Source: an optimization exercise on an open RTL-to-GDS flow (aim: small area). Production flows keep margins and buffers that such runs may drop.
In this exercise RTL edits were held to simulation tests only and were not proved equivalent to the original.
No activity file was given, so power comes from the tool's default toggle rates.

==> design.v <==
module interFrameSpace (samplePoint, rst, canRX, frameReady, endOverload, isOverload, isStart);
	input wire samplePoint, rst, canRX, frameReady, endOverload;
	output wire isOverload, isStart;
	parameter bit1_intermission = 0, bit2_intermission = 1, bit3_intermission = 2, bus_idle = 3;
	reg [1:0]state;
	reg isOverload0, isStart0;
	reg endError;
	assign isOverload = isOverload0;
	assign isStart = isStart0;
	always @ (posedge samplePoint) begin
		if (rst) begin
			state <= bus_idle;
			isOverload0 <= 0;
			isStart0 <= 0;
			endError <= 0;
		end else begin
		if (frameReady == 0)begin
			state <= bit1_intermission;
			isOverload0 <= 0;
			isStart0 <= 0;
			if (endOverload)
				endError <= 1;
		end
		if (isOverload) begin
			isOverload0 <= 0;
		end
		if (frameReady == 1 && endOverload == 1) begin
			if (canRX == 1) begin
				state <= bit2_intermission;
				isOverload0 <= 0;
				isStart0 <= 0;
			end else begin
				state <= bit1_intermission;
				isOverload0 <= 1;
				isStart0 <= 0;
			end
		end
		if ((frameReady == 1 && endOverload == 0) || endError == 1) begin
			case (state)
				bit1_intermission:
					if (canRX == 1) begin
						state <= bit2_intermission;
						isOverload0 <= 0;
						isStart0 <= 0;
					end else begin
						state <= bit1_intermission;
						isOverload0 <= 1;
						isStart0 <= 0;
						endError <= 0;
					end
				bit2_intermission:
					if (canRX == 1) begin
						state <= bit3_intermission;
						isOverload0 <= 0;
						isStart0 <= 0;
					end else begin
						state <= bit1_intermission;
						isOverload0 <= 1;
						isStart0 <= 0;
						endError <= 0;
					end
				bit3_intermission:
					if (canRX == 1) begin
						state <= bus_idle;
						isOverload0 <= 0;
						isStart0 <= 0;
					end else begin
						state <= bit1_intermission;
						isOverload0 <= 0;
						isStart0 <= 1;
						endError <= 0;
					end
				bus_idle:
					if (canRX == 1) begin
						state <= bus_idle;
						isOverload0 <= 0;
						isStart0 <= 0;
					end else begin
						state <= bit1_intermission;
						isOverload0 <= 0;
						isStart0 <= 1;
						endError <= 0;
					end
			endcase
		end
		end
	end
endmodule
module overload (samplePoint, rst, canRX, isOverload, isError, endOverload);
	input wire samplePoint, rst, canRX, isOverload, isError;
	output reg endOverload;
	reg [3:0] count;
	reg del;
	reg alredyOverError;
	wire active = isOverload | isError | alredyOverError;
	wire flag = ~count[3] & ~(count[2] & (count[1] | count[0]));
	wire c7 = count[2] & count[1] & count[0];
	wire c11 = count[3] & count[1] & count[0];
	always @ (posedge samplePoint) begin
		if (rst) begin
			count <= 4'd0;
			del <= 1'b0;
			endOverload <= 1'b0;
			alredyOverError <= 1'b0;
		end else begin
			endOverload <= 1'b0;
			if (active) begin
				alredyOverError <= 1'b1;
				if (!del) begin
					if (!canRX)
						count <= (!flag && c11) ? 4'd0 : count + 4'd1;
					else if (flag)
						count <= 4'd0;
					else begin
						del <= 1'b1;
						count <= 4'd1;
					end
				end else begin
					if (canRX) begin
						if (c7) begin
							endOverload <= 1'b1;
							alredyOverError <= 1'b0;
							del <= 1'b0;
							count <= 4'd0;
						end else
							count <= count + 4'd1;
					end else begin
						del <= 1'b0;
						count <= {3'b000, c7};
					end
				end
			end
		end
	end
endmodule
module framecontroller
(
	input	sp, rst, CAN_RX, reset, isStuff, errorFlag,
	output reg BS_onoff,
	output reg [1:0] CRCtype,
	output reg BRS_Stop,
	output wire invalidBit,
	output reg CRCcalc_on,
	output wire CRCtime,
	output wire ackValue,
	output reg RTR_SRR,
	output reg IDE,
	output reg EDL,
	output reg BRS,
	output reg RTR_r1,
	output reg frameReady
);
	localparam [3:0] ARB = 4'd0, RTR = 4'd1, IDEs = 4'd2, EXT = 4'd3,
	                 EXTRTR = 4'd4, R1EDL = 4'd5, R0EDL = 4'd6, R0FD = 4'd7,
	                 BRSs = 4'd8, ESI = 4'd9, DLC = 4'd10, DATA = 4'd11,
	                 CRC = 4'd12, TAIL = 4'd13, ERR = 4'd14;
	reg [3:0] state;
	reg [8:0] cnt;
	reg big;    
	assign invalidBit = 1'b0;
	assign ackValue = 1'b0;
	assign CRCtime = |CRCtype;
	wire zero = (cnt == 9'd0);
	wire [3:0] dlc = {cnt[2:0], CAN_RX};
	reg [5:0] nbm1;
	always @* begin
		if (!EDL || !dlc[3])
			nbm1 = dlc[3] ? 6'd7 : {3'b000, dlc[2:0] - 3'd1};
		else case (dlc[2:0])
			3'd0: nbm1 = 6'd7;
			3'd1: nbm1 = 6'd11;
			3'd2: nbm1 = 6'd15;
			3'd3: nbm1 = 6'd19;
			3'd4: nbm1 = 6'd23;
			3'd5: nbm1 = 6'd31;
			3'd6: nbm1 = 6'd47;
			default: nbm1 = 6'd63;
		endcase
	end
	always @ (posedge sp) begin
		if (rst) begin
			state <= ERR;
			frameReady <= 1'b1;
			BS_onoff <= 1'b0;
			CRCtype <= 2'd0;
			CRCcalc_on <= 1'b0;
			BRS_Stop <= 1'b0;
			RTR_SRR <= 1'b0;
			IDE <= 1'b0;
			EDL <= 1'b0;
			BRS <= 1'b0;
			RTR_r1 <= 1'b0;
		end else if (reset) begin
			state <= errorFlag ? ERR : ARB;
			cnt <= 9'd9;
			frameReady <= 1'b0;
			BS_onoff <= 1'b1;
			CRCtype <= 2'd0;
			CRCcalc_on <= 1'b1;
			BRS_Stop <= 1'b0;
			RTR_SRR <= 1'b0;
			IDE <= 1'b0;
			EDL <= 1'b0;
			BRS <= 1'b0;
			RTR_r1 <= 1'b0;
		end else if (!isStuff) begin
			case (state)
				ARB: begin
					cnt <= cnt - 9'd1;
					if (zero) state <= RTR;
				end
				RTR: begin
					RTR_SRR <= CAN_RX;
					state <= IDEs;
				end
				IDEs: begin
					IDE <= CAN_RX;
					cnt <= 9'd17;
					if (!CAN_RX) state <= R0EDL;
					else if (RTR_SRR) state <= EXT;
					else state <= ERR;
				end
				EXT: begin
					cnt <= cnt - 9'd1;
					if (zero) state <= EXTRTR;
				end
				EXTRTR: begin
					RTR_r1 <= CAN_RX;
					state <= R1EDL;
				end
				R1EDL, R0EDL: begin
					EDL <= CAN_RX;
					cnt <= 9'd1;
					if (CAN_RX) state <= R0FD;
					else if (state == R1EDL) state <= R0EDL;
					else state <= DLC;
				end
				R0FD: state <= CAN_RX ? ERR : BRSs;
				BRSs: begin
					BRS <= CAN_RX;
					BRS_Stop <= CAN_RX;
					state <= ESI;
				end
				ESI: state <= DLC;
				DLC: begin
					if (!cnt[3]) begin
						cnt <= {cnt[7:0], CAN_RX};
					end else if (dlc != 4'd0) begin
						cnt <= {nbm1, 3'b111};
						big <= EDL & dlc[3] & (dlc[2] | (dlc[1] & dlc[0]));
						state <= DATA;
					end else begin
						cnt <= EDL ? 9'd16 : 9'd14;
						state <= CRC;
					end
				end
				DATA: begin
					if (EDL) BRS_Stop <= 1'b1;
					cnt <= cnt - 9'd1;
					if (zero) begin
						cnt <= !EDL ? 9'd14 : big ? 9'd20 : 9'd16;
						state <= CRC;
					end
				end
				CRC: begin
					CRCcalc_on <= 1'b0;
					if (CRCtype == 2'd0)
						CRCtype <= {cnt[4], ~cnt[4] | cnt[2]};
					cnt <= cnt - 9'd1;
					if (zero) begin
						cnt <= 9'd9;
						state <= TAIL;
					end
				end
				TAIL: begin
					CRCtype <= 2'd0;
					BS_onoff <= 1'b0;
					BRS_Stop <= 1'b0;
					cnt <= cnt - 9'd1;
					if (!CAN_RX && ((cnt[3] && cnt[0]) || (cnt[2] && cnt[1] && cnt[0])))
						state <= ERR;
					else if (zero) begin
						frameReady <= 1'b1;
						state <= ERR;
					end
				end
				default: ;
			endcase
		end
	end
endmodule
module DatavsRemote(
RTR_SRR,
IDE,
RTR_r1,
isRemote
);
	input RTR_SRR, IDE, RTR_r1;
	output isRemote;
	assign isRemote = RTR_SRR & (IDE ~^ RTR_r1);
endmodule
module frameSize
(
	input	sp, rst, isStuff, reset,
	output reg [9:0] size
);
	always @ (posedge sp) begin
		if (rst)
			begin
				size <= 10'b0;
			end
		else if (reset)
			begin
				size <= 10'b1;
			end
		else if (~isStuff)
			begin
				size <= size + 1;
			end
	end
endmodule
module frameStorage
(
	input	sp, rst, CAN_RX, isStuff, reset,
	output reg [150:0] frame
);
	wire clr = rst | reset;
	wire hold = isStuff & ~clr;
	wire shift = ~isStuff & ~clr;
	always @ (posedge sp) begin
		frame[150:1] <= ({150{hold}} & frame[150:1]) | ({150{shift}} & frame[149:0]);
		frame[0] <= ~rst & ((isStuff & ~reset) ? frame[0] : CAN_RX);
	end
endmodule
module frameMakerTop (samplePoint, reset, canRX, isError, isStuff, endOverload, BS_onoff, CRCtype, BRS_Stop, invalidBit, CRCcalc_on, CRCtime, ackValue, IDE, EDL, BRS, isRemote, size, frame, frameReady, isStart);
	input wire samplePoint, reset, canRX, isError, isStuff;
	output wire endOverload, BS_onoff, BRS_Stop, invalidBit, CRCcalc_on, CRCtime, ackValue, IDE, EDL, BRS, isRemote, frameReady, isStart;
	output wire [1:0] CRCtype;
	output wire [9:0] size;
	output wire [150:0] frame;
	wire isOverloadFromInterframe, RTR_SRR, RTR_r1;
	interFrameSpace ifs (samplePoint, reset, canRX, frameReady, endOverload, isOverloadFromInterframe, isStart);
	overload ov (samplePoint, reset, canRX, isOverloadFromInterframe, isError, endOverload);
	framecontroller fc (samplePoint, reset, canRX, isStart, isStuff, isError, BS_onoff, CRCtype, BRS_Stop, invalidBit, CRCcalc_on, CRCtime, ackValue, RTR_SRR, IDE, EDL, BRS, RTR_r1, frameReady);
	DatavsRemote dr (RTR_SRR, IDE, RTR_r1, isRemote);
	frameSize fsz (samplePoint, reset, isStuff, isStart, size);
	frameStorage fst (samplePoint, reset, canRX, isStuff, isStart, frame);
endmodule
==> flow/run.sh <==
#!/bin/bash
# Standard ORFS flow with smaller port buffers and a lighter clock tree.
set -uo pipefail
export BUFFER_PORTS_ARGS="-buffer_cell sky130_fd_sc_hd__buf_1"
export CTS_ARGS="-sink_clustering_enable -repair_clock_nets -dont_use_dummy_load -buf_list sky130_fd_sc_hd__clkbuf_8 -root_buf sky130_fd_sc_hd__clkbuf_8 -sink_clustering_size 24 -sink_clustering_max_diameter 60"
bash standard.sh > standard.log 2>&1
==> standard.sh <==
#!/bin/bash
# synth_recipe.tcl (not shown) runs the flow's synth.tcl, then flattens the netlist and writes it again
# the make line also repeats each setting of config.mk as NAME=value (left out here)
make -C /OpenROAD-flow-scripts/flow DESIGN_CONFIG=/design/flow/config.mk WORK_HOME=/design/flow/orfs CLKGATE_MAP_FILE= SYNTH_SCRIPT=/design/flow/synth_recipe.tcl "${@:-finish}"
==> config.mk <==
export PLATFORM = sky130hd
export DESIGN_NAME = frameMakerTop
export DESIGN_NICKNAME = frameMakerTop
export VERILOG_FILES = /design/flow/design.v
export SDC_FILE = /design/flow/constraint.sdc
export NUM_CORES = 4
export LEC_CHECK = 0
export ABC_AREA = 1
export CAP_MARGIN = 20
export CORE_MARGIN = 2
export CORE_UTILIZATION = 60
export SLEW_MARGIN = 20
==> constraint.sdc <==
create_clock -name core_clock -period 5.0 [get_ports {samplePoint}]
set_input_delay 1.0000 -clock core_clock [delete_from_list [all_inputs] [get_ports {samplePoint}]]
set_output_delay 1.0000 -clock core_clock [all_outputs]
set_load 0.01 [all_outputs]
==> results of run 1 <==
state kept, by name, indices dropped and copies added, names as in the netlist:
register	count
ov.alredyOverError	1
fc.RTR_SRR	1
fc.frameReady	1
ifs.endError	1
fc.CRCtype	2
ov.endOverload	1
fc.BS_onoff	1
ifs.isOverload0	1
fst.frame	151
ov.del	1
ov.count	4
fsz.size	10
fc.IDE	1
fc.EDL	1
fc.BRS	1
fc.cnt	9
fc.big	1
ifs.state	2
fc.BRS_Stop	1
ifs.isStart0	1
fc.CRCcalc_on	1
fc.state	4
fc.RTR_r1	1
worst paths after layout:
kind / to / slack (ns) / cells after the start / startpoint
worst max-delay path: fc.cnt[4] / 2.35 / 9 / canRX
worst min-delay path: ifs.isStart0 / 0.46 / 2 / ifs.state[1]
worst max register to register: fst.frame[59] / 2.56 / 5 / ifs.isStart0
worst min register to register: ifs.isStart0 / 0.46 / 2 / ifs.state[1]
synth_stat cells:
library cell / count
a21oi_1: 41
nor2_2: 5
dfxtp_1: 188
o211ai_1: 7
or2_2: 1
o22ai_1: 151
clkbuf_1: 16
nand2_2: 4
o21bai_1: 1
clkinv_1: 2
nor2_4: 6
nand4_4: 1
buf_2: 22
edfxtp_1: 10
nor3_1: 10
o2111ai_1: 2
nand2_1: 85
o2111a_1: 1
nor3b_1: 1
ha_1: 11
a211oi_1: 3
xor2_1: 5
nand4_1: 3
nand3_2: 2
nand3b_1: 3
a311oi_1: 1
inv_4: 1
a22oi_1: 1
a31oi_1: 7
conb_1: 1
nand3_1: 33
buf_1: 1
inv_1: 201
nor2_1: 50
o21ai_0: 30
inv_2: 8
nand2_4: 3
buf_4: 4
critical path, stage by stage:
cell	delay [ns]
buf_1	0.49
clkinv_1	0.28
ha_1	0.31
nand2_1	0.22
nand3_1	0.12
o211ai_1	0.11
nand2_1	0.08
nor2_1	0.11
a21oi_1	0.08
layer usage:
layer | vias up | global-route usage | wire, µm
met5 | - | 0 | 0
met2 | 235 | 0.375 | 7410
met4 | 0 | 0.0839 | 314
met1 | 2958 | 0.337 | 8080
li1 | 3351 | - | -
met3 | 27 | 0.0566 | 1290
kinds of logic after synthesis:
logic type | synth area share
AOI/OAI and AO/OA | 0.191
buffers and inverters | 0.130
xor gates and xnor gates | 0.00569
DFF | 0.528
and+or+nand+nor | 0.127
other | 0.000487
adders and majority gates | 0.0179
per-stage QoR:
stage,std cells,cell area (µm²),hold WS (ns)
3_5_place_dp,1236,8440,0.449
4_1_cts,1253,8680,0.462
3_3_place_gp,1236,8440,0.455
5_1_grt,1253,8680,0.493
6_report,1253,8680,0.463
2_1_floorplan,923,7700,0.432
power groups by stage:
stage,sequential (µW),combinational (µW),clock [µW]
finish,1690,466,758
global route,1690,527,833
detailed placement,1720,458,0
floorplan,1710,376,0
CTS,1690,460,777
global placement,1720,460,0
area by class of cell:
cell class,count,area share
Timing Repair Buffer,184,0.0822
Sequential cell,198,0.468
Inverter,212,0.0920
Multi-Input combinational cell,470,0.306
Tap cell,172,0.0248
Clock buffer,17,0.0270
==> results.py, run 1 <==
metrics = {
    "global_routing": {
        "antenna_found_initial": 0,
        "grt_pass1_wl_mm": 26.6,
        "gr-usage-all-layers": 0.243,
        "overflow": 0,
        "grt_max_degree": 93,
        "grt_pass1_vias": 5637,
    },
    "sta": {
        "tns_ns": 0,
        "setup_slack_ns": 2.35,
        "clock.fmax_mhz": 378,
        "skew_ns": 0.0273,
        "post-route-min-period_ns": 2.65,
        "setup_viol_count_final": 0,
        "worst_slew_margin_rel": 0.322,
        "worst_pin_slew_ns": 1.01,
        "rsz0062_at_grt": "no",
        "finalCritPeriodShare": 0.530,
        "hold_viol_final": 0,
        "maxSlewViolCount": 0,
    },
    "power": {
        "vdd_drop_max_uv": 186,
        "p_clk_frac": 0.260,
        "power.leakage_uw": 0.00306,
        "combPwrFrac": 0.160,
        "power.switching_uw": 831,
        "seqPwrFrac": 0.580,
        "finalPower_uw": 2910,
        "intPower_uw": 2080,
        "power.density_mw_per_mm2": 336,
        "swShare": 0.285,
    },
    "run_status": {
        "outcome": "complete, no violations",
    },
    "placed_design": {
        "dpl.hpwl_mm": 12.2,
        "portBuffers": 178,
        "globalplace.congestion": 0.972,
        "dp_slack_ns": 1.94,
    },
    "cts": {
        "cts_buffers": 17,
        "postCtsSetupBuffers": 0,
        "clkSlewWorstSetupHoldPaths_ns": 0.08,
        "cts_tree": "done",
        "cts_hold_buffers": 0,
        "cts.sinks": 198,
        "clk_path_buf_depth": 2,
        "cts-htree-levels": 4,
        "clock_latency_ns": 0.45,
        "root_buffer": "clkbuf_8",
        "cts_resized": 0,
    },
    "synthesis": {
        "yosys_warnings": 5,
        "yosysTopAreaCellShare": 0.489,
        "netlist-cell-type-count": 38,
        "yosys-top-cells-area": "dfxtp_1, o22ai_1, inv_1",
        "yosysTopAreaCell": "dfxtp_1",
        "avgSynthCellArea_um2": 8.35,
        "ys_ff_latch": 198,
        "syn_inst": 922,
        "seq_area_frac_synth": 0.528,
        "syn_area_mm2": 0.00770,
    },
    "detailed_routing": {
        "postRouteWirelength_mm": 17.1,
        "routedWlPerCell_um": 13.6,
        "vias_per_cell": 5.24,
        "drcViolationCount": 0,
        "firstDrtPassIters": 5,
        "drtIter0Drc": 493,
        "vias": 6571,
        "ant_nets": 0,
    },
    "finish": {
        "multi_input_area_mm2": 0.00265,
        "drive_above_1_share": 0.0518,
        "mostFrequentLayoutCells": "inv_1, dfxtp_1, buf_1",
        "fillers": 1095,
        "seqCellArea_mm2": 0.00406,
        "nets": 1099,
        "final_common_cell": "inv_1",
        "diodes": 0,
        "fin_util": 0.690,
        "syn2layout_area_growth_pct": 12.7,
    },
    "worst_setup_path": {
        "worst_setup_path_end_kind": "flop",
        "startpoint_type": "primary input",
        "cp_max_fo": 13,
        "cp.arrival_ns": 2.80,
        "critPathKind": "primary input to flop",
        "cp.required_ns": 5.15,
    },
    "min_path": {
        "hp-class": "flop to flop",
    },
    "floorplanning": {
        "fp.dieH_um": 117,
        "ios": 181,
        "core_area_mm2": 0.0126,
        "start_util": 0.613,
        "die_x_um": 117,
        "rows": 41,
        "die_area_mm2": 0.0138,
    },
    "job": {
        "cap_violations": 0,
    },
}
==> run 2, diff against run 1 <==
==> run.sh (new file) <==
#!/bin/bash
# synth_recipe.tcl (not shown) runs the flow's synth.tcl, then flattens the netlist and writes it again
# the make line also repeats each setting of config.mk as NAME=value (left out here)
make -C /OpenROAD-flow-scripts/flow DESIGN_CONFIG=/design/flow/config.mk WORK_HOME=/design/flow/orfs CLKGATE_MAP_FILE= SYNTH_SCRIPT=/design/flow/synth_recipe.tcl finish
--- a/config.mk
+++ b/config.mk
@@ -8,5 +8,5 @@
 export ABC_AREA = 1
 export CAP_MARGIN = 20
 export CORE_MARGIN = 2
-export CORE_UTILIZATION = 60
+export CORE_UTILIZATION = 40
 export SLEW_MARGIN = 20
removed: flow/run.sh
removed: standard.sh
==> run 2 against run 1 <==
Worst hold slack better by 0.0030 ns. Critical path depth fell by 5. Highest routed layer unchanged. Largest power group unchanged. Still clean on timing, DRC and antenna. Sequential share of layout area decreased by 7.1 points. Global-route usage fell by 5.7 points. Critical endpoint is now fc.cnt[5].
==> results.py, run 2 <==
metrics = {
    "run_status": {
        "outcome": "complete, no violations",
    },
    "floorplanning": {
        "die_x_um": 143,
        "fp.dieH_um": 143,
        "start_util": 0.410,
        "ios": 181,
        "die_area_mm2": 0.0204,
        "rows": 50,
        "core_area_mm2": 0.0188,
    },
    "finish": {
        "nets": 1100,
        "design_area_mm2": 0.0102,
        "largest_register_ff_count": 151,
        "mostFrequentLayoutCells": "inv_1, dfxtp_1, clkdlybuf4s50_1",
        "fin_cells": 1330,
        "syn2layout_area_growth_pct": 32.8,
        "drive_above_1_share": 0.0648,
        "final_common_cell": "inv_1",
        "top_register": "fst.frame",
        "diodes": 0,
        "reg_top3": "fst.frame x151, fsz.size x10, fc.cnt x9",
    },
    "global_routing": {
        "grt_pass1_vias": 6025,
        "grt_pass1_wl_mm": 30.3,
        "gr-usage-all-layers": 0.186,
        "use_met1": 0.246,
        "grt.busiest_layer": "met2",
        "antenna_found_initial": 0,
        "gr-usage-met2": 0.296,
        "grt_max_degree": 76,
        "use_met3": 0.0610,
        "overflow": 0,
    },
    "synthesis": {
        "synthFlopType": "dfxtp_1",
        "netlist-cell-type-count": 38,
        "yosysTopAreaCellShare": 0.489,
        "ys_ff_latch": 198,
        "synth_edf_count": 10,
        "yosysTopAreaCell": "dfxtp_1",
        "async_flop_share": 0,
        "synth_commonest_cells": "inv_1, dfxtp_1, o22ai_1, nand2_1, nor2_1",
        "syn_area_mm2": 0.00770,
        "yosys_warnings": 5,
        "yosysMostFrequentCell": "inv_1",
        "avgSynthCellArea_um2": 8.35,
        "seq_area_frac_synth": 0.528,
        "syn_inst": 922,
        "yosys-top-cells-area": "dfxtp_1, o22ai_1, inv_1",
    },
    "sta": {
        "worst_slew_margin_rel": 0.317,
        "rsz0062_at_grt": "no",
        "skew_ns": 0.0114,
        "post-route-min-period_ns": 3.03,
        "finalCritPeriodShare": 0.606,
        "maxSlewViolCount": 0,
        "tns_ns": 0,
        "hold_viol_final": 0,
        "setup_viol_count_final": 0,
        "worst_pin_slew_ns": 1.02,
        "clock.fmax_mhz": 330,
    },
    "placed_design": {
        "place_area_mm2": 0.00967,
        "place_inst": 1299,
        "globalplace.congestion": 0.907,
        "dpl.hpwl_mm": 13.6,
        "portBuffers": 178,
    },
    "detailed_routing": {
        "vias_per_cell": 4.97,
        "firstDrtPassIters": 7,
        "drtIter0Drc": 299,
        "vias": 6607,
        "drcViolationCount": 0,
        "routedWlPerCell_um": 14.5,
        "ant_nets": 0,
        "postRouteWirelength_mm": 19.3,
    },
    "cts": {
        "cts_tree": "done",
        "cts.sinks": 198,
        "cts-htree-levels": 4,
        "postCtsSetupBuffers": 0,
        "cts_resized": 0,
        "cts_buffers": 17,
        "clock_latency_ns": 0.42,
        "root_buffer": "clkbuf_16",
        "clk_path_buf_depth": 2,
        "clkSlewWorstSetupHoldPaths_ns": 0.07,
        "cts_hold_buffers": 0,
    },
    "power": {
        "intPower_uw": 2490,
        "swShare": 0.286,
        "vdd_drop_max_uv": 237,
        "power.leakage_uw": 0.00362,
        "power.switching_uw": 1000,
        "combPwrFrac": 0.139,
        "power.density_mw_per_mm2": 342,
        "seqPwrFrac": 0.483,
        "p_clk_frac": 0.379,
    },
    "worst_setup_path": {
        "worst_setup_path_end_kind": "flop",
        "reg2reg_to": "fc.cnt[5]",
        "r2r_start": "fc.state[1]",
        "worstSetupStartpoint": "isStuff",
        "slowest_delay_ns": 0.80,
        "cp.required_ns": 5.04,
        "cp.arrival_ns": 3.07,
        "cp_max_fo": 15,
        "path_cells": "clkdlybuf4s50_1 -> inv_2 -> o21ai_0 -> a31oi_1",
        "critical_path_depth": 4,
        "r2r_cells": 8,
        "slowest_stage": "a31oi_1",
        "rrSetupSlack_ns": 2.61,
        "startpoint_type": "primary input",
        "cp-endpoint": "fc.cnt[5]",
        "crit_family": "buffers and inverters",
        "critPathKind": "primary input to flop",
        "cp_num_buf_inv": 2,
    },
    "job": {
        "cap_violations": 0,
    },
    "min_path": {
        "hp-class": "flop to flop",
    },
}
run 2: cell types whose count changed in the layout (fill, tap and decap cells not counted), moves of 2 or more:
| cell | previous run | this run |
|---|---|---|
| buf_12 | 0 | 2 |
| buf_1 | 178 | 0 |
| inv_6 | 0 | 5 |
| clkinvlp_4 | 0 | 4 |
| inv_8 | 0 | 2 |
| clkbuf_16 | 0 | 17 |
| clkinv_2 | 0 | 2 |
| clkdlybuf4s50_1 | 0 | 178 |
| clkbuf_8 | 17 | 0 |
run 2: power by group through the flow:
stage,clock network (µW),logic (µW),registers [µW]
final,1320,484,1690
after global routing,1430,541,1690
after CTS,1360,483,1690
after detailed placement,0,481,1720
after global placement,0,481,1720
after floorplan,0,376,1710
run 2: worst min path at each step:
stage / startpoint / to / slack [ns] / depth (start not counted)
finish: ifs.state[1] / ifs.isStart0 / 0.47 / 2
global route: fst.frame[99] / fst.frame[100] / 0.49 / 2
CTS: ifs.state[1] / ifs.isStart0 / 0.46 / 2
detailed placement: ifs.state[1] / ifs.isStart0 / 0.45 / 2
global placement: ifs.state[1] / ifs.isStart0 / 0.45 / 2
floorplan: ifs.state[1] / ifs.isStart0 / 0.43 / 2
run 2: worst register-to-register path: stages (launching register included):
cell and delay, ns:
dfxtp_1 0.52, nand2_1 0.17, inv_1 0.12, nand2_1 0.06, nand2_1 0.12, nor2_2 0.08
nand2_1 0.15, nor2_1 0.06, a31oi_1 0.72
run 2: final cells by class:
class	instances	area (µm²)
Sequential cell	198	4060
Clock inverter	14	136
Clock buffer	17	425
Multi-Input combinational cell	470	2650
Timing Repair Buffer	185	1860
Inverter	212	798
Tap cell	234	293
Fill cell	1802	8540
run 2: kinds of logic after synthesis:
| kind of cell | after synthesis | share of synthesized area |
|---|---|---|
| compound gates | 245 | 0.191 |
| xor+xnor | 5 | 0.00569 |
| fa+ha+maj | 11 | 0.0179 |
| buf+inv | 255 | 0.130 |
| flops | 198 | 0.528 |
| other cells | 1 | 0.000487 |
| simple gates | 207 | 0.127 |
run 2: layer usage:
| layer | vias to the layer above | wire (µm) | share of wire |
|---|---|---|---|
| met3 | 15 | 1340 | 0.070 |
| met1 | 3030 | 9240 | 0.48 |
| met2 | 176 | 8550 | 0.44 |
| li1 | 3386 | - | - |
| met4 | 0 | 166 | 0.0086 |
| met5 | - | 0 | 0 |
run 2: through the flow:
| stage | setup slack (ns) | hold WS, ns | total power (µW) | utilization |
|---|---|---|---|---|
| 2_1_floorplan | 2.46 | 0.432 | 2080 | - |
| 3_3_place_gp | 1.57 | 0.449 | 2200 | 0.515 |
| 3_5_place_dp | 1.53 | 0.447 | 2200 | 0.515 |
| 4_1_cts | 1.96 | 0.463 | 3530 | 0.545 |
| 5_1_grt | 1.85 | 0.491 | 3670 | 0.545 |
| 6_report | 1.97 | 0.466 | 3490 | 0.545 |
==> run 3, diff against run 2 <==
==> flow/run.sh (new file) <==
#!/bin/bash
# Layout flow: the standard ORFS flow (standard.sh) with three changes:
#  - synthesis maps the logic with an area-oriented ABC script (flow/area.abc);
#    the rest of the synthesis script, and so every register, is unchanged
#  - ports are buffered with sky130_fd_sc_hd__buf_1
#  - the clock tree uses small clock buffers and no dummy loads
# Each tool's output goes to the ORFS logs under orfs/logs and to standard.log.
set -uo pipefail
W=$PWD
F=$W/flow
sed 's#^source \$::env(SCRIPTS_DIR)/synth_preamble.tcl$#&\nset abc_args [lreplace $abc_args 1 1 '"$F"'/area.abc]#' \
  "$FLOW_HOME/scripts/synth.tcl" > "$W/my_synth.tcl"
grep -q "area.abc" "$W/my_synth.tcl" || { echo "synth.tcl patch failed"; exit 1; }
sed 's#source \$::env(SCRIPTS_DIR)/synth.tcl#source '"$W"'/my_synth.tcl#' synth_recipe.tcl > "$W/my_synth_recipe.tcl"
grep -q "my_synth.tcl" "$W/my_synth_recipe.tcl" || { echo "synth_recipe.tcl patch failed"; exit 1; }
sed 's#SYNTH_SCRIPT=[^ ]*#SYNTH_SCRIPT='"$W"'/my_synth_recipe.tcl#' standard.sh > "$W/my_standard.sh"
grep -q "my_synth_recipe.tcl" "$W/my_standard.sh" || { echo "standard.sh patch failed"; exit 1; }
export BUFFER_PORTS_ARGS="-buffer_cell sky130_fd_sc_hd__buf_1"
export CTS_ARGS="-sink_clustering_enable -repair_clock_nets -dont_use_dummy_load -buf_list sky130_fd_sc_hd__clkbuf_8 -root_buf sky130_fd_sc_hd__clkbuf_8 -sink_clustering_size 30 -sink_clustering_max_diameter 120"
bash "$W/my_standard.sh" > "$W/standard.log" 2>&1
==> flow/area.abc (new file) <==
strash
&get -n
&dch
&nf -R 1000
&put
topo
stime -c
==> standard.sh (new file) <==
#!/bin/bash
# synth_recipe.tcl (not shown) runs the flow's synth.tcl, then flattens the netlist and writes it again
# the make line also repeats each setting of config.mk as NAME=value (left out here)
make -C /OpenROAD-flow-scripts/flow DESIGN_CONFIG=/design/flow/config.mk WORK_HOME=/design/flow/orfs CLKGATE_MAP_FILE= SYNTH_SCRIPT=/design/flow/synth_recipe.tcl "${@:-finish}"
--- a/config.mk
+++ b/config.mk
@@ -8,5 +8,5 @@
 export ABC_AREA = 1
 export CAP_MARGIN = 20
 export CORE_MARGIN = 2
-export CORE_UTILIZATION = 40
+export CORE_UTILIZATION = 60
 export SLEW_MARGIN = 20
removed: run.sh
==> run 3 against run 2 <==
First-iteration DRC count rose by 61%. Cell count fell by 26%. Total power fell by 16%. Register-to-register slack got worse by 0.90 ns. Synthesized area fell by 8.7%. Clock skew rose by 0.014 ns. Combinational power fell by 4%. Non-clock buffer count rose by 1. Routed wire length fell by 17%. Utilization rose by 17 points. Setup slack got worse by 0.26 ns. Largest cell class unchanged.
==> results.py, run 3 <==
metrics = {
    "run_status": {
        "outcome": "complete, no violations",
    },
    "worst_setup_path": {
        "cp_max_fo": 8,
        "startpoint_type": "flop",
        "cp_num_buf_inv": 1,
        "cp_common_cell": "nor2_1",
        "slowest_delay_ns": 0.53,
        "cp.arrival_ns": 3.60,
        "critPathKind": "flop to flop",
        "path_cells": "clkinv_1 -> ha_1 -> nand2_1 -> nor3_1 -> or3b_1 -> nor2_1 -> a31oi_1 -> nor4_1 -> nor2_1 -> a21oi_1 -> o21ai_0",
        "slowest_stage": "edfxtp_1",
        "crit_family": "simple AND/OR/NAND/NOR gates",
        "cp.required_ns": 5.31,
        "worst_setup_path_end_kind": "flop",
    },
    "power": {
        "power.leakage_uw": 0.00304,
        "power.density_mw_per_mm2": 360,
        "swShare": 0.281,
        "power.switching_uw": 827,
        "intPower_uw": 2120,
        "vdd_drop_max_uv": 319,
        "combPwrFrac": 0.158,
        "p_clk_frac": 0.255,
        "seqPwrFrac": 0.586,
    },
    "global_routing": {
        "gr-usage-all-layers": 0.253,
        "overflow": 0,
        "antenna_found_initial": 0,
        "grt_max_degree": 128,
        "grt_pass1_wl_mm": 26.2,
        "grt_pass1_vias": 5301,
    },
    "synthesis": {
        "async_flop_share": 0,
        "synth_edf_count": 10,
        "yosys-top-cells-area": "dfxtp_1, a22o_1, edfxtp_1",
        "synth_commonest_cells": "dfxtp_1, a22o_1, nor2_1, a21oi_1, nand2_1",
        "yosys_warnings": 5,
        "seq_area_frac_synth": 0.578,
        "ys_ff_latch": 198,
        "yosysTopAreaCell": "dfxtp_1",
        "netlist-cell-type-count": 44,
        "yosysTopAreaCellShare": 0.536,
        "synthFlopType": "dfxtp_1",
        "syn_area_mm2": 0.00703,
        "yosysMostFrequentCell": "dfxtp_1",
        "syn_inst": 639,
        "avgSynthCellArea_um2": 11.0,
    },
    "finish": {
        "top_register": "fst.frame",
        "multi_input_area_mm2": 0.00291,
        "reg_top3": "fst.frame x151, fsz.size x10, fc.cnt x9",
        "diodes": 0,
        "seqCellArea_mm2": 0.00406,
        "drive_above_1_share": 0.0321,
        "syn2layout_area_growth_pct": 16.5,
        "fin_util": 0.717,
        "design_area_mm2": 0.00818,
        "largest_register_ff_count": 151,
        "mostFrequentLayoutCells": "dfxtp_1, buf_1, a22o_1",
        "fillers": 897,
        "nets": 859,
        "final_common_cell": "dfxtp_1",
    },
    "sta": {
        "worst_slew_margin_rel": 0.365,
        "finalCritPeriodShare": 0.658,
        "hold_viol_final": 0,
        "skew_ns": 0.0251,
        "tns_ns": 0,
        "rsz0062_at_grt": "no",
        "setup_viol_count_final": 0,
        "worst_pin_slew_ns": 0.945,
        "post-route-min-period_ns": 3.29,
        "maxSlewViolCount": 0,
        "clock.fmax_mhz": 304,
    },
    "floorplanning": {
        "rows": 39,
        "ios": 181,
        "start_util": 0.615,
        "die_x_um": 112,
        "die_area_mm2": 0.0126,
        "core_area_mm2": 0.0114,
        "fp.dieH_um": 112,
    },
    "detailed_routing": {
        "postRouteWirelength_mm": 16.0,
        "ant_nets": 0,
        "vias_per_cell": 5.97,
        "vias": 5872,
        "firstDrtPassIters": 5,
        "drtIter0Drc": 481,
        "routedWlPerCell_um": 16.3,
        "drcViolationCount": 0,
    },
    "cts": {
        "cts-htree-levels": 4,
        "cts_hold_buffers": 0,
        "cts_resized": 0,
        "cts_tree": "done",
        "cts_buffers": 17,
        "cts.sinks": 198,
        "clock_latency_ns": 0.44,
        "postCtsSetupBuffers": 0,
        "root_buffer": "clkbuf_8",
        "clk_path_buf_depth": 2,
        "clkSlewWorstSetupHoldPaths_ns": 0.08,
    },
    "placed_design": {
        "portBuffers": 178,
        "dpl.hpwl_mm": 11.0,
        "globalplace.congestion": 0.915,
        "place_area_mm2": 0.00795,
    },
    "job": {
        "cap_violations": 0,
    },
    "min_path": {
        "hp-class": "flop to flop",
    },
}
-- run 3: layout make-up --
cell class	instances	share of cell area
clock buffer	17	0.0286
tap	143	0.0219
inverter	14	0.00642
sequential	198	0.497
timing repair buffer	186	0.0905
multi-input combinational	426	0.356
-- run 3: power groups by stage --
stage | clock, µW | sequential [µW] | combinational (µW)
after floorplan | 0 | 1750 | 336
after global placement | 0 | 1760 | 451
after detailed placement | 0 | 1760 | 456
after CTS | 772 | 1720 | 458
after global routing | 824 | 1740 | 524
final | 752 | 1730 | 465
-- run 3: worst paths after layout --
kind	slack (ns)	cells after the start	start	to
setup / recovery	1.71	11	fc.cnt[0]	fc.state[3]
hold / removal	0.46	1	fsz.size[9]	fsz.size[9]
setup reg to reg	1.71	11	fc.cnt[0]	fc.state[3]
hold reg to reg	0.46	1	fsz.size[9]	fsz.size[9]
-- run 3: per-layer routing --
layer  vias up  track usage  wire (µm)  part of all wire
li1       2864            -          -                 -
met4         0       0.0862        225             0.014
met3        18       0.0648        937             0.058
met1      2798        0.345       7410              0.46
met2       192        0.397       7450              0.46
met5         -            0          0                 0
-- run 3: cells by family after synthesis --
group	after synthesis	share of synthesized area
buffers and inverters	16	0.00962
adders and majority gates	11	0.0196
xor gates and xnor gates	9	0.0112
AOI/OAI and AO/OA	250	0.274
muxes	3	0.00427
other	1	0.000534
and+or+nand+nor	151	0.102
DFF	198	0.578
-- run 3: stage by stage --
| step | hold slack, ns | total power, µW | instances | setup WS [ns] |
|---|---|---|---|---|
| after floorplan | 0.467 | 2080 | 640 | 0.131 |
| after global placement | 0.432 | 2210 | 967 | 1.64 |
| after detailed placement | 0.457 | 2220 | 967 | 1.65 |
| after CTS | 0.463 | 2950 | 984 | 1.76 |
| after global routing | 0.492 | 3080 | 984 | 1.36 |
| final | 0.462 | 2940 | 984 | 1.71 |
==> run 4, diff against run 3 <==
--- a/flow/run.sh
+++ b/flow/run.sh
@@ -16,5 +16,5 @@
 sed 's#SYNTH_SCRIPT=[^ ]*#SYNTH_SCRIPT='"$W"'/my_synth_recipe.tcl#' standard.sh > "$W/my_standard.sh"
 grep -q "my_synth_recipe.tcl" "$W/my_standard.sh" || { echo "standard.sh patch failed"; exit 1; }
 export BUFFER_PORTS_ARGS="-buffer_cell sky130_fd_sc_hd__buf_1"
-export CTS_ARGS="-sink_clustering_enable -repair_clock_nets -dont_use_dummy_load -buf_list sky130_fd_sc_hd__clkbuf_8 -root_buf sky130_fd_sc_hd__clkbuf_8 -sink_clustering_size 30 -sink_clustering_max_diameter 120"
+export CTS_ARGS="-sink_clustering_enable -repair_clock_nets -dont_use_dummy_load -buf_list sky130_fd_sc_hd__clkbuf_8 -root_buf sky130_fd_sc_hd__clkbuf_8 -sink_clustering_size 24 -sink_clustering_max_diameter 60"
 bash "$W/my_standard.sh" > "$W/standard.log" 2>&1
==> run 4 against run 3 <==
Sequential cell count did not move. Worst hold slack did not move. Maximum frequency did not move. Still clean. Clock power barely moved. Highest routed layer unchanged.
==> results.py, run 4 <==
metrics = {
    "finish": {
        "final_common_cell": "dfxtp_1",
        "syn2layout_area_growth_pct": 16.5,
        "drive_above_1_share": 0.0321,
        "diodes": 0,
        "top_register": "fst.frame",
        "reg_top3": "fst.frame x151, fsz.size x10, fc.cnt x9",
        "fillers": 897,
        "fin_cells": 984,
        "design_area_mm2": 0.00818,
        "mostFrequentLayoutCells": "dfxtp_1, buf_1, a22o_1",
        "nets": 859,
        "largest_register_ff_count": 151,
    },
    "sta": {
        "skew_ns": 0.0251,
        "post-route-min-period_ns": 3.29,
        "holdWs_ns": 0.462,
        "worst_slew_margin_rel": 0.365,
        "finalCritPeriodShare": 0.658,
        "tns_ns": 0,
        "maxSlewViolCount": 0,
        "setup_viol_count_final": 0,
        "worst_pin_slew_ns": 0.945,
        "hold_viol_final": 0,
        "clock.fmax_mhz": 304,
        "rsz0062_at_grt": "no",
    },
    "worst_setup_path": {
        "path_cells": "clkinv_1 -> ha_1 -> nand2_1 -> nor3_1 -> or3b_1 -> nor2_1 -> a31oi_1 -> nor4_1 -> nor2_1 -> a21oi_1 -> o21ai_0",
        "cp_max_fo": 8,
        "cp_num_buf_inv": 1,
        "reg2reg_to": "fc.state[3]",
        "cp_common_cell": "nor2_1",
        "critPathKind": "flop to flop",
        "r2r_cells": 11,
        "critical_path_depth": 11,
        "crit_family": "simple AND/OR/NAND/NOR gates",
        "r2r_start": "fc.cnt[0]",
        "slowest_delay_ns": 0.53,
        "startpoint_type": "flop",
        "cp.required_ns": 5.31,
        "slowest_stage": "edfxtp_1",
        "worst_setup_path_end_kind": "flop",
        "rrSetupSlack_ns": 1.71,
        "cp.arrival_ns": 3.60,
    },
    "detailed_routing": {
        "firstDrtPassIters": 5,
        "routedWlPerCell_um": 16.3,
        "vias_per_cell": 5.97,
        "drtIter0Drc": 481,
        "vias": 5872,
        "ant_nets": 0,
        "drcViolationCount": 0,
        "postRouteWirelength_mm": 16.0,
    },
    "cts": {
        "cts.sinks": 198,
        "cts_resized": 0,
        "cts_buffers": 17,
        "cts_hold_buffers": 0,
        "clkSlewWorstSetupHoldPaths_ns": 0.08,
        "clk_path_buf_depth": 2,
        "clock_latency_ns": 0.44,
        "postCtsSetupBuffers": 0,
        "root_buffer": "clkbuf_8",
        "cts_tree": "done",
        "cts-htree-levels": 4,
    },
    "power": {
        "finalPower_uw": 2940,
        "power.leakage_uw": 0.00304,
        "vdd_drop_max_uv": 319,
        "power.density_mw_per_mm2": 360,
    },
    "min_path": {
        "hold_path_end": "fsz.size[9]",
        "hp-class": "flop to flop",
        "worstHoldStart": "fsz.size[9]",
        "holdPathStages": 1,
    },
    "synthesis": {
        "yosysMostFrequentCell": "dfxtp_1",
        "yosys_warnings": 5,
        "synth_edf_count": 10,
        "syn_inst": 639,
        "syn_area_mm2": 0.00703,
        "async_flop_share": 0,
        "synthFlopType": "dfxtp_1",
        "yosysTopAreaCell": "dfxtp_1",
        "netlist-cell-type-count": 44,
        "ys_ff_latch": 198,
        "synth_commonest_cells": "dfxtp_1, a22o_1, nor2_1, a21oi_1, nand2_1",
        "yosysTopAreaCellShare": 0.536,
        "seq_area_frac_synth": 0.578,
        "yosys-top-cells-area": "dfxtp_1, a22o_1, edfxtp_1",
        "avgSynthCellArea_um2": 11.0,
    },
    "run_status": {
        "outcome": "complete, no violations",
    },
    "floorplanning": {
        "fp.dieH_um": 112,
        "die_x_um": 112,
        "start_util": 0.615,
        "ios": 181,
        "core_area_mm2": 0.0114,
        "die_area_mm2": 0.0126,
        "rows": 39,
    },
    "job": {
        "cap_violations": 0,
    },
    "placed_design": {
        "place_area_mm2": 0.00795,
        "portBuffers": 178,
        "globalplace.congestion": 0.915,
        "place_inst": 967,
        "dpl.hpwl_mm": 11.0,
    },
    "global_routing": {
        "grt_pass1_vias": 5301,
        "gr-usage-met2": 0.397,
        "grt_pass1_wl_mm": 26.2,
        "overflow": 0,
        "use_met1": 0.345,
        "antenna_found_initial": 0,
        "grt.busiest_layer": "met2",
        "grt_max_degree": 128,
        "use_met3": 0.0648,
        "gr-usage-all-layers": 0.253,
    },
}
run 4: cell counts after synthesis:
Identical to the previous run, type by type.
run 4: worst max-delay path by stage:
stage / startpoint / end / slack, ns
after floorplan: reset / fst.frame[100] / 0.13
after global placement: canRX / fc.cnt[3] / 1.64
after detailed placement: canRX / fc.cnt[3] / 1.65
after CTS: fc.cnt[0] / fc.state[3] / 1.76
after global routing: fc.cnt[0] / fc.state[3] / 1.36
final: fc.cnt[0] / fc.state[3] / 1.71
run 4: final cells by class:
cell class / count / area [µm²] / share of cell area
Sequential cell: 198 / 4060 / 0.497
Multi-Input combinational cell: 426 / 2910 / 0.356
Timing Repair Buffer: 186 / 741 / 0.0905
Clock buffer: 17 / 234 / 0.0286
Tap cell: 143 / 179 / 0.0219
Inverter: 14 / 52.6 / 0.00642
run 4: through the flow:
step	setup slack [ns]	util
floorplan	0.131	-
detailed placement	1.65	0.696
finish	1.71	0.717
CTS	1.76	0.717
global placement	1.64	0.696
global route	1.36	0.717
run 4: logic make-up (layout without fill, tap and decap cells):
| logic type | count (synthesis) | after routing | share of synthesized area |
|---|---|---|---|
| AOI/OAI and AO/OA | 250 | 250 | 0.274 |
| DFF | 198 | 198 | 0.578 |
| and+or+nand+nor | 151 | 151 | 0.102 |
| buffers and inverters | 16 | 217 | 0.00962 |
| adders and majority gates | 11 | 11 | 0.0196 |
| xor gates and xnor gates | 9 | 9 | 0.0112 |
| muxes | 3 | 3 | 0.00427 |
| other | 1 | 2 | 0.000534 |
run 4: power by group:
part	switching (µW)	internal [µW]
registers	77.1	1650
clock network	450	302
logic	300	166
run 4: per-layer routing:
metal  up-vias  part of all wire  wire, µm
met5         -                 0         0
li1       2864                 -         -
met1      2798              0.46      7410
met4         0             0.014       225
met3        18             0.058       937
met2       192              0.46      7450
==> run 5, diff against run 4 <==
--- a/design.v
+++ b/design.v
@@ -136,6 +136,7 @@
 module framecontroller
 (
 	input	sp, rst, CAN_RX, reset, isStuff, errorFlag,
+	input	[4:0] size,
 	output reg BS_onoff,
 	output reg [1:0] CRCtype,
 	output reg BRS_Stop,
@@ -192,7 +193,6 @@
 			RTR_r1 <= 1'b0;
 		end else if (reset) begin
 			state <= errorFlag ? ERR : ARB;
-			cnt <= 9'd9;
 			frameReady <= 1'b0;
 			BS_onoff <= 1'b1;
 			CRCtype <= 2'd0;
@@ -205,25 +205,18 @@
 			RTR_r1 <= 1'b0;
 		end else if (!isStuff) begin
 			case (state)
-				ARB: begin
-					cnt <= cnt - 9'd1;
-					if (zero) state <= RTR;
-				end
+				ARB: if (size[3] && size[1]) state <= RTR;    
 				RTR: begin
 					RTR_SRR <= CAN_RX;
 					state <= IDEs;
 				end
 				IDEs: begin
 					IDE <= CAN_RX;
-					cnt <= 9'd17;
 					if (!CAN_RX) state <= R0EDL;
 					else if (RTR_SRR) state <= EXT;
 					else state <= ERR;
 				end
-				EXT: begin
-					cnt <= cnt - 9'd1;
-					if (zero) state <= EXTRTR;
-				end
+				EXT: if (&size[4:1]) state <= EXTRTR;    
 				EXTRTR: begin
 					RTR_r1 <= CAN_RX;
 					state <= R1EDL;
@@ -341,7 +334,7 @@
 	wire isOverloadFromInterframe, RTR_SRR, RTR_r1;
 	interFrameSpace ifs (samplePoint, reset, canRX, frameReady, endOverload, isOverloadFromInterframe, isStart);
 	overload ov (samplePoint, reset, canRX, isOverloadFromInterframe, isError, endOverload);
-	framecontroller fc (samplePoint, reset, canRX, isStart, isStuff, isError, BS_onoff, CRCtype, BRS_Stop, invalidBit, CRCcalc_on, CRCtime, ackValue, RTR_SRR, IDE, EDL, BRS, RTR_r1, frameReady);
+	framecontroller fc (samplePoint, reset, canRX, isStart, isStuff, isError, size[4:0], BS_onoff, CRCtype, BRS_Stop, invalidBit, CRCcalc_on, CRCtime, ackValue, RTR_SRR, IDE, EDL, BRS, RTR_r1, frameReady);
 	DatavsRemote dr (RTR_SRR, IDE, RTR_r1, isRemote);
 	frameSize fsz (samplePoint, reset, isStuff, isStart, size);
 	frameStorage fst (samplePoint, reset, canRX, isStuff, isStart, frame);
==> run 5 against run 4 <==
Count of clock-buffer cells in the layout is the same. Sequential power is essentially flat. Die area shrank 0.35%. Routed wire length grew 1.6%. Clock skew shrank 0.0016 ns. Cell count shrank 0.81%. Setup slack gained 0.11 ns. Global-route usage shrank 0.20 points. Largest cell class unchanged.
==> results.py, run 5 <==
metrics = {
    "global_routing": {
        "grt_pass1_wl_mm": 25.8,
        "antenna_found_initial": 0,
        "grt_max_degree": 124,
        "gr-usage-all-layers": 0.251,
        "overflow": 0,
        "grt_pass1_vias": 5172,
    },
    "synthesis": {
        "netlist-cell-type-count": 46,
        "syn_area_mm2": 0.00700,
        "yosys_warnings": 5,
        "yosysTopAreaCell": "dfxtp_1",
        "seq_area_frac_synth": 0.581,
        "synthSimpleGateAreaFrac": 0.0944,
        "yosys-top-cells-area": "dfxtp_1, a22o_1, edfxtp_1",
        "syn_inst": 633,
        "avgSynthCellArea_um2": 11.1,
        "synth_commonest_cells": "dfxtp_1, a22o_1, nor2_1, a21oi_1, nand2_1",
        "yosysTopAreaCellShare": 0.538,
        "synth_top_family_by_area": "compound AO/OA/AOI/OAI gates",
        "synthFlopType": "dfxtp_1",
        "synth_edf_count": 10,
        "synthAdderAreaFrac": 0.0179,
        "ys_ff_latch": 198,
        "synth_compound_area_frac": 0.284,
        "yosys-mux-area-fraction": 0.00143,
        "synth_xor_area_frac": 0.0113,
        "async_flop_share": 0,
        "yosysMostFrequentCell": "dfxtp_1",
    },
    "cts": {
        "cts_buffers": 17,
        "cts_tree": "done",
        "clk_path_buf_depth": 2,
        "clkSlewWorstSetupHoldPaths_ns": 0.07,
        "root_buffer": "clkbuf_8",
        "cts-htree-levels": 4,
        "clock_latency_ns": 0.44,
        "cts_resized": 0,
        "cts.sinks": 198,
        "postCtsSetupBuffers": 0,
        "cts_hold_buffers": 0,
    },
    "worst_setup_path": {
        "crit_family": "buffers and inverters",
        "cp_max_fo": 21,
        "cp_num_buf_inv": 3,
        "path_cells": "buf_1 -> clkinv_1 -> buf_4 -> ha_1 -> a2111oi_0 -> nand2_1 -> o21ai_0 -> nor3_1 -> a21oi_1 -> o21ai_0",
        "cp_common_cell": "o21ai_0",
        "cp.arrival_ns": 3.36,
        "startpoint_type": "primary input",
        "slowest_delay_ns": 0.69,
        "slowest_stage": "buf_1",
        "cp.required_ns": 5.18,
        "critPathKind": "primary input to flop",
        "worst_setup_path_end_kind": "flop",
    },
    "detailed_routing": {
        "routedWlPerCell_um": 16.7,
        "vias": 5945,
        "drcViolationCount": 0,
        "firstDrtPassIters": 6,
        "drtIter0Drc": 594,
        "vias_per_cell": 6.09,
        "ant_nets": 0,
        "postRouteWirelength_mm": 16.3,
    },
    "placed_design": {
        "dp_slack_ns": 1.42,
        "dpl.hpwl_mm": 11.1,
        "portBuffers": 178,
        "place_area_mm2": 0.00792,
        "globalplace.congestion": 0.875,
        "place_inst": 959,
    },
    "finish": {
        "drive_above_1_share": 0.0300,
        "mostFrequentLayoutCells": "dfxtp_1, buf_1, a22o_1",
        "syn2layout_area_growth_pct": 16.5,
        "largest_register_ff_count": 151,
        "fillers": 904,
        "seqCellArea_mm2": 0.00406,
        "final_common_cell": "dfxtp_1",
        "diodes": 0,
        "reg_top3": "fst.frame x151, fsz.size x10, fc.cnt x9",
        "multi_input_area_mm2": 0.00289,
        "fin_cells": 976,
        "top_register": "fst.frame",
        "nets": 850,
        "design_area_mm2": 0.00816,
    },
    "sta": {
        "clock.fmax_mhz": 315,
        "worst_pin_slew_ns": 0.954,
        "setup_viol_count_final": 0,
        "maxSlewViolCount": 0,
        "setup_slack_ns": 1.82,
        "skew_ns": 0.0235,
        "worst_slew_margin_rel": 0.364,
        "finalCritPeriodShare": 0.635,
        "tns_ns": 0,
        "hold_viol_final": 0,
        "post-route-min-period_ns": 3.18,
        "rsz0062_at_grt": "no",
    },
    "floorplanning": {
        "ios": 181,
        "die_x_um": 112,
        "start_util": 0.613,
        "fp.dieH_um": 112,
        "rows": 39,
        "die_area_mm2": 0.0125,
        "core_area_mm2": 0.0114,
    },
    "power": {
        "finalPower_uw": 2860,
        "vdd_drop_max_uv": 269,
        "power.leakage_uw": 0.00301,
        "power.density_mw_per_mm2": 351,
    },
    "min_path": {
        "hp-class": "flop to flop",
    },
    "job": {
        "cap_violations": 0,
    },
    "run_status": {
        "outcome": "complete, no violations",
    },
}
## run 5: through the flow
stage	util	hold WS [ns]
finish	0.714	0.459
global route	0.714	0.500
CTS	0.714	0.457
detailed placement	0.694	0.446
global placement	0.694	0.436
floorplan	-	0.473
## run 5: metal layers
metal | wire length, µm | global-route usage | share of wire
met2 | 7650 | 0.402 | 0.47
met3 | 996 | 0.0589 | 0.061
met5 | 0 | 0 | 0
met4 | 374 | 0.0878 | 0.023
met1 | 7260 | 0.338 | 0.45
## run 5: layout make-up
type,instances,area share
clock buffer,17,0.0287
inverter,14,0.00644
sequential,198,0.498
tap,143,0.0219
timing repair buffer,184,0.0905
multi-input combinational,420,0.354
## run 5: worst paths after layout
path,startpoint,to,slack [ns],cells past startpoint
setup / recovery,canRX,fc.cnt[5],1.82,10
hold / removal,fsz.size[9],fsz.size[9],0.46,1
setup reg to reg,fc.cnt[0],fc.state[2],1.99,12
hold reg to reg,fsz.size[9],fsz.size[9],0.46,1
## run 5: power breakdown
part | switching, µW | internal, µW
combinational | 262 | 137
sequential | 67.8 | 1640
clock | 450 | 301
## run 5: worst reg2reg max path, delay by kind of cell, from the launching register on
kind,cells,cell delay (ns)
and+or+nand+nor,8,1.86
DFF,1,0.51
AOI/OAI and AO/OA,2,0.22
adders and majority gates,1,0.20
buffers and inverters,1,0.19
## run 5: logic make-up (layout without fill, tap and decap cells)
family                   after synthesis  in the layout
multiplexers                           1              1
buffers and inverters                 16            215
AO/OA/AOI/OAI                        260            260
flip-flops                           198            198
other                                  1              2
XOR/XNOR                               9              9
AND/OR/NAND/NOR                      138            138
adder cells (fa/ha/maj)               10             10
==> run 6, diff against run 5 <==
==> flow/area.abc (replaced) <==
strash
&get -n
&deepsyn -T 60 -S 1
&dch
&nf -p -F 8 -A 4 -R 1000
&put
mfs3 -ae
topo
stime -c
==> run 6 against run 5 <==
Maximum frequency decreased by 4.6%. Critical path depth increased by 1. Clock skew decreased by 0.0021 ns. Design area decreased by 2.4%. Via count decreased by 4.7%. Worst hold slack improved by 0.013 ns. Sequential cell count unchanged. Routed wire length decreased by 4.3%. First-iteration DRC count increased by 26%. Cell count decreased by 4.6%.
==> results.py, run 6 <==
metrics = {
    "power": {
        "seqPwrFrac": 0.646,
        "combPwrFrac": 0.053,
        "swShare": 0.227,
        "power.density_mw_per_mm2": 316,
        "power.switching_uw": 570,
        "intPower_uw": 1940,
        "vdd_drop_max_uv": 263,
        "p_clk_frac": 0.301,
        "power.leakage_uw": 0.00298,
    },
    "synthesis": {
        "netlist-cell-type-count": 46,
        "ys_ff_latch": 198,
        "yosysTopAreaCell": "dfxtp_1",
        "synth_commonest_cells": "dfxtp_1, a22o_1, nor2_1, a21oi_1, nand2_1",
        "yosysMostFrequentCell": "dfxtp_1",
        "synthFlopType": "dfxtp_1",
        "avgSynthCellArea_um2": 11.5,
        "seq_area_frac_synth": 0.597,
        "syn_area_mm2": 0.00681,
        "yosysTopAreaCellShare": 0.553,
        "yosys_warnings": 5,
        "async_flop_share": 0,
        "synth_edf_count": 10,
        "yosys-top-cells-area": "dfxtp_1, a22o_1, edfxtp_1",
        "syn_inst": 591,
    },
    "floorplanning": {
        "die_area_mm2": 0.0122,
        "start_util": 0.623,
        "die_x_um": 111,
        "ios": 181,
        "fp.dieH_um": 111,
        "rows": 38,
        "core_area_mm2": 0.0109,
    },
    "global_routing": {
        "grt_max_degree": 150,
        "gr-usage-all-layers": 0.255,
        "grt_pass1_wl_mm": 25.7,
        "overflow": 0,
        "antenna_found_initial": 0,
        "grt_pass1_vias": 5037,
    },
    "cts": {
        "cts_buffers": 17,
        "cts_tree": "done",
        "cts_resized": 0,
        "clk_path_buf_depth": 2,
        "root_buffer": "clkbuf_8",
        "cts_hold_buffers": 0,
        "clock_latency_ns": 0.45,
        "clkSlewWorstSetupHoldPaths_ns": 0.07,
        "cts-htree-levels": 4,
        "cts.sinks": 198,
        "postCtsSetupBuffers": 0,
    },
    "worst_setup_path": {
        "cp.required_ns": 5.19,
        "startpoint_type": "flop",
        "cp_max_fo": 11,
        "path_cells": "clkinv_1 -> ha_1 -> nand2b_1 -> or3_1 -> nor4_1 -> nand2b_1 -> nor2_1 -> nor3_1 -> a21oi_1 -> a22oi_1 -> a21o_1",
        "cp.arrival_ns": 3.52,
        "cp_common_cell": "nand2b_1",
        "critPathKind": "flop to flop",
        "r2r_start": "fc.cnt[0]",
        "slowest_delay_ns": 0.64,
        "slowest_stage": "a21oi_1",
        "worst_setup_path_end_kind": "flop",
        "worstSetupStartpoint": "fc.cnt[0]",
        "rrSetupSlack_ns": 1.67,
    },
    "sta": {
        "post-route-min-period_ns": 3.33,
        "worst_pin_slew_ns": 0.877,
        "tns_ns": 0,
        "worst_slew_margin_rel": 0.410,
        "finalCritPeriodShare": 0.666,
        "hold_viol_final": 0,
        "clock.fmax_mhz": 300,
        "skew_ns": 0.0214,
        "rsz0062_at_grt": "no",
        "setup_viol_count_final": 0,
        "setup_slack_ns": 1.67,
        "maxSlewViolCount": 0,
    },
    "min_path": {
        "worstHoldStart": "ifs.state[1]",
        "hp-class": "flop to flop",
    },
    "detailed_routing": {
        "drtIter0Drc": 746,
        "drcViolationCount": 0,
        "routedWlPerCell_um": 16.7,
        "ant_nets": 0,
        "postRouteWirelength_mm": 15.6,
        "firstDrtPassIters": 7,
        "vias_per_cell": 6.08,
        "vias": 5665,
    },
    "placed_design": {
        "globalplace.congestion": 0.924,
        "dp_slack_ns": 1.77,
        "dpl.hpwl_mm": 10.7,
        "portBuffers": 178,
    },
    "finish": {
        "nets": 808,
        "largest_register_ff_count": 151,
        "fin_util": 0.728,
        "diodes": 0,
        "top_register": "fst.frame",
        "drive_above_1_share": 0.0316,
        "final_common_cell": "dfxtp_1",
        "syn2layout_area_growth_pct": 16.9,
        "reg_top3": "fst.frame x151, fsz.size x10, fc.cnt x9",
        "mostFrequentLayoutCells": "dfxtp_1, buf_1, a22o_1",
    },
    "job": {
        "cap_violations": 0,
    },
    "run_status": {
        "outcome": "complete, no violations",
    },
}
## run 6: area by class of cell
cell class | instances | area (µm²)
multi-input combinational | 379 | 2700
clock buffer | 17 | 234
fill | 852 | 2980
sequential | 198 | 4060
tap | 140 | 175
inverter | 13 | 48.8
timing repair buffer | 184 | 738
## run 6: power groups by stage
| stage | clock, µW | combinational, µW | sequential, µW |
|---|---|---|---|
| after floorplan | 0 | 88.7 | 1660 |
| after global placement | 0 | 128 | 1660 |
| after detailed placement | 0 | 132 | 1660 |
| after CTS | 779 | 132 | 1620 |
| after global routing | 833 | 149 | 1630 |
| final | 757 | 134 | 1620 |
## run 6: critical path: cells and delay by family, from the launching register on
family,cells,cell delay (ns)
adders and majority gates,1,0.18
DFF,1,0.53
buffers and inverters,1,0.16
AOI/OAI and AO/OA,3,1.03
and+or+nand+nor,6,1.18
## run 6: per-layer routing
layer | global-route usage | routed length, µm
met4 | 0.109 | 387
met3 | 0.0554 | 1050
met5 | 0 | 0
met2 | 0.384 | 6910
met1 | 0.356 | 7230
## run 6: logic make-up after synthesis
kind of cell | Yosys count | synth area share
adder cells (fa/ha/maj) | 10 | 0.0184
AND/OR/NAND/NOR | 123 | 0.0904
multiplexers | 1 | 0.00147
buffers and inverters | 15 | 0.00937
AO/OA/AOI/OAI | 237 | 0.275
flip-flops | 198 | 0.597
other | 1 | 0.000551
XOR/XNOR | 6 | 0.00772
## run 6: final timing paths
kind | end | depth (start not counted)
worst min-delay path | ifs.isStart0 | 2
worst max-delay path | fc.cnt[4] | 11
worst min register to register | ifs.isStart0 | 2
worst max register to register | fc.cnt[4] | 11
## run 6: metrics by stage
stage	total power, µW	std cells	hold slack [ns]	instance area, µm²
floorplan	1750	592	0.439	6830
CTS	2530	931	0.473	7960
finish	2510	931	0.472	7960
detailed placement	1790	914	0.450	7730
global route	2610	931	0.491	7960
global placement	1790	914	0.453	7730

## separate check: timing with driven ports
How much do the figures lean on ideal ports? The routed layouts below were timed once more, with nothing changed but the port constraints.
Step 1 sets driving cells, clkbuf_16 on the clock port and buf_2 on the other inputs (assumed; they add their load-dependent delay and slew).
Step 2 also shifts input and output timing later by t, the mid clock arrival at the registers, as if the neighbouring blocks saw the same clock.
Slacks: ideal ports / drivers / drivers and shift; pairs: ideal ports / drivers.
run	t, ns	slack for setup (ns)	worst hold slack (ns)	worst setup path at the end
run 1	0.473	2.352 / 2.363 / 1.890	0.463 / 0.463 / 0.463	input to register
run 2	0.461	1.969 / 1.986 / 1.525	0.466 / 0.466 / 0.466	input to register
run 3	0.471	1.712 / 1.712 / 1.570	0.462 / 0.462 / 0.462	input to register
run 4	0.471	1.712 / 1.712 / 1.570	0.462 / 0.462 / 0.462	input to register
run 5	0.468	1.824 / 1.834 / 1.366	0.459 / 0.459 / 0.459	input to register
run 6	0.479	1.672 / 1.672 / 1.672	0.472 / 0.472 / 0.472	register to register
After both steps setup and hold are still met in every run listed. The setup slack of run 1, which loses most, moves by +0.011 ns with the drivers and by -0.462 ns with both steps.
